From an optimization exercise on the open Yosys and OpenROAD flow, aimed at small area; shortcuts taken in it are not production practice.
Function was checked by simulation only, so behaviour that the tests miss may differ from the original.
No driver is modelled on the clock port, so clocking that relies on it looks cheaper here than on a real chip.

==> inputs of onyx <==
==> flow/design.v (excerpt) <==
module fir_12bit(
  input clk,
  input rst,
  input wire signed [11:0] signal_in,
  output wire signed [11:0] signal_out
);
==> flow/config.mk <==
export PLATFORM = sky130hd
export DESIGN_NAME = fir_12bit
export DESIGN_NICKNAME = fir_12bit
export VERILOG_FILES = /design/flow/design.v
export SDC_FILE = /design/flow/constraint.sdc
export NUM_CORES = 4
export LEC_CHECK = 0
export CAP_MARGIN = 20
export CORE_MARGIN = 2
export CORE_UTILIZATION = 40
export CTS_BUF_LIST = sky130_fd_sc_hd__clkbuf_8
export CTS_CLUSTER_DIAMETER = 90
export CTS_CLUSTER_SIZE = 16
export GPL_TIMING_DRIVEN = 0
export HOLD_SLACK_MARGIN = 0.15
export PLACE_DENSITY = 0.7
export SETUP_SLACK_MARGIN = 0.05
export SLEW_MARGIN = 20
export SYNTH_HIERARCHICAL = 1
==> flow/constraint.sdc <==
create_clock -name core_clock -period 12.0 [get_ports {clk}]
set_input_delay 2.4000 -clock core_clock [delete_from_list [all_inputs] [get_ports {clk}]]
set_output_delay 2.4000 -clock core_clock [all_outputs]
set_load 0.01 [all_outputs]
standard.sh (not shown) runs the stock make flow with config.mk's settings and CLKGATE_MAP_FILE= SYNTH_SCRIPT=/design/flow/synth_recipe.tcl, a recipe that flattens the netlist after the stock synthesis.
==> flow/flow/run.sh <==
#!/bin/bash
# The standard layout, with one change after clock-tree synthesis (flow/skew.tcl):
# the clock of the carry-save result registers q* is delayed by a short buffer
# chain, giving the adder tree that feeds them more time (useful skew between
# registers inside the design). Timing repair then runs after global routing.
set -euo pipefail
export SKIP_CTS_REPAIR_TIMING=1
# no setup repair on the unplaced netlist (the skew is added after CTS)
export REMOVE_ABC_BUFFERS=1
export POST_CTS_TCL="$PWD/flow/skew.tcl"
bash standard.sh > standard.log 2>&1
==> flow/flow/skew.tcl <==
# Useful skew (run after CTS): the registers q* capture the adder tree's
# carry-save result and only feed the output adder, which has ample slack.
# Each group of q* registers on one clock leaf net gets its clock through a
# chain of delay buffers placed at the group's centroid.
set db [ord::get_db]
set block [ord::get_db_block]
# three delay buffers, then a clock buffer to drive the registers with a sharp edge
set chain [list sky130_fd_sc_hd__clkdlybuf4s50_1 sky130_fd_sc_hd__clkdlybuf4s50_1 sky130_fd_sc_hd__clkdlybuf4s50_1 sky130_fd_sc_hd__clkbuf_4]
set groups [dict create]
foreach inst [$block getInsts] {
  if {[regexp {^q[0-9]+\$_DFF} [$inst getName]]} {
    set net [[$inst findITerm CLK] getNet]
    dict lappend groups [$net getName] $inst
  }
}
set idx 0
dict for {netname insts} $groups {
  set net [$block findNet $netname]
  set sx 0
  set sy 0
  foreach inst $insts {
    set loc [$inst getLocation]
    set sx [expr {$sx + [lindex $loc 0]}]
    set sy [expr {$sy + [lindex $loc 1]}]
  }
  set n [llength $insts]
  set cx [expr {$sx / $n}]
  set cy [expr {$sy / $n}]
  set prev $net
  set s 0
  foreach cell $chain {
    set buf [odb::dbInst_create $block [$db findMaster $cell] "skew_dly_${idx}_${s}"]
    set out [odb::dbNet_create $block "skew_clk_${idx}_${s}"]
    $out setSigType CLOCK
    [$buf findITerm A] connect $prev
    [$buf findITerm X] connect $out
    $buf setLocation $cx $cy
    $buf setPlacementStatus PLACED
    set prev $out
    incr s
  }
  foreach inst $insts {
    set it [$inst findITerm CLK]
    $it disconnect
    $it connect $prev
  }
  puts "skew: group $idx on $netname: [llength $insts] registers"
  incr idx
}
global_connect
detailed_placement
check_placement -verbose
estimate_parasitics -placement
report_clock_skew
report_worst_slack -max
report_worst_slack -min
==> ember: changes against onyx <==
--- a/flow/flow/skew.tcl
+++ b/flow/flow/skew.tcl
@@ -49,2 +49,16 @@
 }
+# The port buffers need no delay cell: use a small buffer instead.
+set small [$db findMaster sky130_fd_sc_hd__buf_2]
+foreach inst [$block getInsts] {
+  if {[regexp {^(input|output)[0-9]+$} [$inst getName]] &&
+      [[$inst getMaster] getName] eq "sky130_fd_sc_hd__clkdlybuf4s50_1"} {
+    $inst swapMaster $small
+  }
+}
+# Drop the clock tree's dummy loads (cells that only load a clock net).
+foreach inst [$block getInsts] {
+  if {[regexp {^clkload[0-9]+$} [$inst getName]]} {
+    odb::dbInst_destroy $inst
+  }
+}
 global_connect
==> summary.txt <==
| item | onyx | ember |
|---|---|---|
| Wire per inst | 28.0 µm | 28.1 µm |
| Relative max-transition margin | 0.630 | 0.632 |
| Fraction of standard cell area in multi-input logic | 0.520 | 0.523 |
| Origin of the critical flop-to-flop path | r14[0] | r53[0] |
| Maximum clock rate | 86.0 MHz | 86.1 MHz |
| Fill cell count | 10500 | 10600 |
| Wire length of the first global-routing pass | 179 mm | 179 mm |
| Layout cells sized above 1 | 0.0333 | 0.0386 |
| P&R area growth vs syn | 7.54% | 6.98% |
| Seq/total area | 0.384 | 0.386 |
| Worst setup path startpoint | r14[0] | r53[0] |
| Routed wire length | 121 mm | 121 mm |
| M1 GR Usage | 0.305 | 0.306 |
| Final cell area excluding filler cells | 0.0529 mm² | 0.0526 mm² |
| Total Routing Usage GR | 0.205 | 0.205 |
| Outcome | complete, no violations | complete, no violations |
| Met3 usage in global routing | 0.0408 | 0.0402 |
| Reg2Reg Setup Slack | 0.37 ns | 0.38 ns |

==> inputs of trial 54 <==
fir_12bit, a different RTL version from the one above (not shown whole).
Settings: LEC_CHECK=0, CAP_MARGIN=20, CORE_MARGIN=2, CORE_UTILIZATION=40, CTS_BUF_LIST=sky130_fd_sc_hd__clkbuf_16, CTS_CLUSTER_DIAMETER=120, CTS_CLUSTER_SIZE=25, GPL_TIMING_DRIVEN=0, SETUP_SLACK_MARGIN=0.05, SLEW_MARGIN=20, SYNTH_HIERARCHICAL=1; clock period 12.0 ns.
run.sh (not shown) runs the stock make flow with config.mk's settings and CLKGATE_MAP_FILE= SYNTH_SCRIPT=/design/flow/synth_recipe.tcl, a recipe that flattens the netlist after the stock synthesis.
Stock flow here: none of the scripts above is used.
==> trial 96: changes against trial 54 <==
- CTS_BUF_LIST: sky130_fd_sc_hd__clkbuf_16 -> sky130_fd_sc_hd__clkbuf_8
- CTS_CLUSTER_DIAMETER: 120 -> 90
- CTS_CLUSTER_SIZE: 25 -> 16
==> qor summary <==
| metric | trial 96 | trial 54 |
|---|---|---|
| Outcome | complete, no violations | complete, no violations |
| Clock root buffer master | sky130_fd_sc_hd__clkbuf_8 | sky130_fd_sc_hd__clkbuf_16 |
| Antenna violations before repair | 6 | 5 |
| Global-route wire length before repair | 216,000 um | 215,000 um |
| Clock latency on the worst-skew pair | 0.82 ns | 0.68 ns |
| Met3 routing resource usage after global routing | 7.10% | 7.14% |
| Fraction of area in multi-input gates | 53.7% | 53.6% |
| Clock buf/inv share | 1.84% | 2.10% |
| Total wire length | 153,000 um | 153,000 um |
| Total global-route track usage | 24.6% | 24.5% |
| Final Critical Period | 11.79 ns | 11.78 ns |

[what the ideal ports hide]
How much do the figures lean on ideal ports? The routed layouts below were timed once more, with nothing changed but the port constraints.
Step 1 assumes that a clkbuf_16 drives the clock port and a buf_2 every other input.
Step 2, shift: input delay + t, output delay - t, t = (earliest + latest rising clock arrival at the registers) / 2. This alone moves slack from input paths to output paths.
a / b / c = ideal ports / drivers / drivers and shift; a / b = the first two.
| run | t, ns | setup slack, ns | latest minus earliest clock arrival (ns) | slew at the worst register clock pin (ns) |
|---|---|---|---|---|
| onyx | 1.601 | 0.374 / 0.374 / 0.374 | 1.619 / 1.618 | 0.12 / 0.12 |
| ember | 1.545 | 0.381 / 0.381 / 0.381 | 1.637 / 1.637 | 0.12 / 0.12 |
| trial 54 | 0.724 | 0.224 / 0.224 / 0.224 | 0.050 / 0.049 | 0.11 / 0.11 |
| trial 96 | 0.859 | 0.213 / 0.213 / 0.213 | 0.071 / 0.071 | 0.11 / 0.11 |
Clock arrivals are far apart in onyx and ember, so t is only a midpoint there and step 2 fits no single register.
